This is an optimization exercise on Yosys and OpenROAD, whose aim is small area, not a production implementation.
In this exercise RTL edits were held to simulation tests only and were not proved equivalent to the original.
The clock port is modelled as an ideal driver; clocking choices that lean on that would not hold on a real chip.

## maxer
module maxer(
    input clk,
    input rst,
    input maxing,
    input [784-1:0] ips_gen_out,
    output reg start_ips_gen,
    output reg next_ips_gen,
    output reg maxer_valid,
    output [24-1:0] threshold
    );
  wire s1, c2;
  fa u_s1 (.a(ips_gen_out[0]), .b(ips_gen_out[1]), .c(ips_gen_out[2]), .s(s1), .co(c2));
  wire s3, c4;
  fa u_s3 (.a(ips_gen_out[3]), .b(ips_gen_out[4]), .c(ips_gen_out[5]), .s(s3), .co(c4));
  wire s5, c6;
  fa u_s5 (.a(ips_gen_out[6]), .b(ips_gen_out[7]), .c(ips_gen_out[8]), .s(s5), .co(c6));
  wire s7, c8;
  fa u_s7 (.a(ips_gen_out[9]), .b(ips_gen_out[10]), .c(ips_gen_out[11]), .s(s7), .co(c8));
  wire s9, c10;
  fa u_s9 (.a(ips_gen_out[12]), .b(ips_gen_out[13]), .c(ips_gen_out[14]), .s(s9), .co(c10));
  wire s11, c12;
  fa u_s11 (.a(ips_gen_out[15]), .b(ips_gen_out[16]), .c(ips_gen_out[17]), .s(s11), .co(c12));
  wire s13, c14;
  fa u_s13 (.a(ips_gen_out[18]), .b(ips_gen_out[19]), .c(ips_gen_out[20]), .s(s13), .co(c14));
  wire s15, c16;
  fa u_s15 (.a(ips_gen_out[21]), .b(ips_gen_out[22]), .c(ips_gen_out[23]), .s(s15), .co(c16));
  wire s17, c18;
  fa u_s17 (.a(ips_gen_out[24]), .b(ips_gen_out[25]), .c(ips_gen_out[26]), .s(s17), .co(c18));
  wire s19, c20;
  fa u_s19 (.a(ips_gen_out[27]), .b(ips_gen_out[28]), .c(ips_gen_out[29]), .s(s19), .co(c20));
  wire s21, c22;
  fa u_s21 (.a(ips_gen_out[30]), .b(ips_gen_out[31]), .c(s1), .s(s21), .co(c22));
  wire s23, c24;
  fa u_s23 (.a(s3), .b(s5), .c(s7), .s(s23), .co(c24));
  wire s25, c26;
  ...
For scale: about 1,100 cells after synthesis, ~58 flip-flops, roughly 810 I/O pins, ~19,000 µm² of cells after synthesis.
Settings: LEC_CHECK=0, CAP_MARGIN=20, CORE_MARGIN=2, CORE_UTILIZATION=22, SLEW_MARGIN=20, SYNTH_HIERARCHICAL=1; clock period 7.0 ns.
standard.sh (not shown) runs the stock make flow with config.mk's settings and CLKGATE_MAP_FILE= SYNTH_SCRIPT=/design/flow/synth_recipe.tcl, a recipe that flattens the netlist after the stock synthesis.
==> flow/flow/run.sh <==
#!/bin/bash
# Standard ORFS layout (the standard.sh, unchanged synthesis), with
# - the port buffers made of the smallest buffer cell instead of the default pick,
set -euo pipefail
export BUFFER_PORTS_ARGS="-buffer_cell sky130_fd_sc_hd__buf_1"
L=orfs/logs/sky130hd/maxer/base

bash standard.sh place > make_place.log 2>&1
for buf in clkbuf_4 clkbuf_8 clkbuf_16; do
  export CTS_ARGS="-sink_clustering_enable -repair_clock_nets -root_buf sky130_fd_sc_hd__$buf -buf_list sky130_fd_sc_hd__$buf -dont_use_dummy_load"
  bash standard.sh cts > make_cts_$buf.log 2>&1
  openroad -no_init -exit flow/clk_slew.tcl > clk_slew_$buf.log 2>&1
  slew=$(awk '/^CLK_SLEW_PS/ {print $2}' clk_slew_$buf.log)
  echo "clock buffers $buf: worst flip-flop clock slew ${slew} ps"
  if awk -v s="$slew" 'BEGIN { exit !(s != "" && s <= 120) }'; then break; fi
  cp $L/4_1_cts.log cts_$buf.log || true
  bash standard.sh clean_cts > make_clean_cts_$buf.log 2>&1
done
bash standard.sh finish > make_finish.log 2>&1
==> flow/flow/clk_slew.tcl <==
# Worst slew at the flip-flop clock pins of the clock tree just built.
set P $::env(FLOW_HOME)/platforms/sky130hd
read_liberty $P/lib/sky130_fd_sc_hd__tt_025C_1v80.lib
read_db orfs/results/sky130hd/maxer/base/4_cts.odb
read_sdc orfs/results/sky130hd/maxer/base/4_cts.sdc
source $P/setRC.tcl
set_propagated_clock [all_clocks]
estimate_parasitics -placement
set mx 0
foreach p [get_pins -hierarchical */CLK] {
  set s [get_property $p slew_max]
  if { $s > $mx } { set mx $s }
}
puts "CLK_SLEW_PS [expr { $mx * 1000.0 }]"
Rerun with:
--- a/flow/design.v
+++ b/flow/design.v
@@ -1801,39 +1801,55 @@
   reg [7:0] tq2, tq3;
   always @(posedge clk) begin
     tq2 <= {c1747, s1746, s1744, s1740, s1732, s1724, s1718, s1714};
     tq3 <= tq2;
   end
   reg [7:0] c;
   reg       m;
+  wire hi    = c[7] & c[6];
+  wire is207 = hi & c[3] & c[2] & c[1] & c[0];
+  wire is206 = hi & c[3] & c[2] & c[1] & ~c[0];
+  wire is0   = c == 8'd0;
+  wire [7:0] t;      
+  assign t[0] = maxing;
+  genvar j;
+  generate
+    for (j = 1; j < 8; j = j + 1) begin : inc
+      assign t[j] = t[j-1] & c[j-1];
+    end
+  endgenerate
+  wire w = t[4] & hi;    
   always @(posedge clk, posedge rst) begin
     if (rst) begin
       c <= 8'd0;
       m <= 1'b0;
     end else begin
       m <= maxing;
-      if (maxing)
-        c <= (c == 8'd207) ? 8'd0 : c + 8'd1;
+      c <= {(c[7:6] ^ t[7:6]) & {2{~w}}, c[5] ^ t[5], c[4] ^ (t[4] & ~hi), c[3:0] ^ t[3:0]};
     end
   end
+  wire le201 = ~hi | ~c[3] | (~c[2] & ~c[1]);
+  wire ge4   = c[7:2] != 6'd0;
+  wire le204 = ~hi | ~(c[3] & c[2]) | (~c[1] & ~c[0]);
+  wire is4   = c[7:3] == 5'd0 && c[2] && !c[1] && !c[0];
   always @(*) begin
-    start_ips_gen = m && c == 8'd1;
-    maxer_valid   = m && c == 8'd207;
-    next_ips_gen  = c != 8'd0 && c <= 8'd201;
+    start_ips_gen = m && c[7:1] == 7'd0 && c[0];
+    maxer_valid   = m && is207;
+    next_ips_gen  = !is0 && le201;
   end
   reg  [7:0] peak;
   wire [8:0] gt;     
   assign gt[0] = 1'b0;
   genvar i;
   generate
     for (i = 0; i < 8; i = i + 1) begin : cmp
       assign gt[i+1] = (tq3[i] & ~peak[i]) | (tq3[i] & gt[i]) | (~peak[i] & gt[i]);
     end
   endgenerate
-  wire load = maxing ? (c >= 8'd4 && c <= 8'd204 && (c == 8'd4 || gt[8])) : c == 8'd206;
+  wire load = maxing ? (ge4 && le204 && (is4 || gt[8])) : is206;
   always @(posedge clk)
     if (load)
       peak <= tq3 & {8{maxing}};
   div_by_3 div1(.p(peak), .op(threshold));
 endmodule
 module fa(input a, input b, input c, output s, output co);
   assign s  = a ^ b ^ c;
What happened: Die area went down by 0.37%; routed wire length drops by 1.3%; area after synthesis shrinks by 0.38%; final area barely changes; sequential share of layout area stays flat; hold slack degrades by 11 ps; worst setup slack is worse by 100 ps; cell count decreases by 1.0%; utilization rose by 0.35 points; via count falls by 1.1%; global-route usage is lower by 0.17 points.

## re-timing with driven ports
Ports are ideal in the flow. The routed layouts listed here were re-timed in OpenROAD. Step 1, drivers: a clkbuf_16 drives clk and a buf_2 each remaining input, both assumed. Step 2 moves the port delays by t, midway between the first and last clock arrival at a register: inputs arrive t later, outputs are due t later. That takes back most of the time a late clock gives input paths. a / b / c = no drivers / after step 1 / after step 2; a / b = the first two.
run | t (ns) | slack for setup (ns) | clock arrival spread, ns | worst register clock-pin slew, ns | pins driven straight from the clock port
the first run | 0.442 | 0.337 / 0.355 / -0.087 | 0.045 / 0.045 | 0.12 / 0.12 | 1
the second run | 0.379 | 0.232 / 0.260 / -0.118 | 0.027 / 0.027 | 0.08 / 0.08 | 1
Met with ideal ports but missed after step 2: setup timing in the first run and the second run. The setup slack of the first run, which loses most, moves by +0.018 ns with the drivers and by -0.424 ns with both steps.
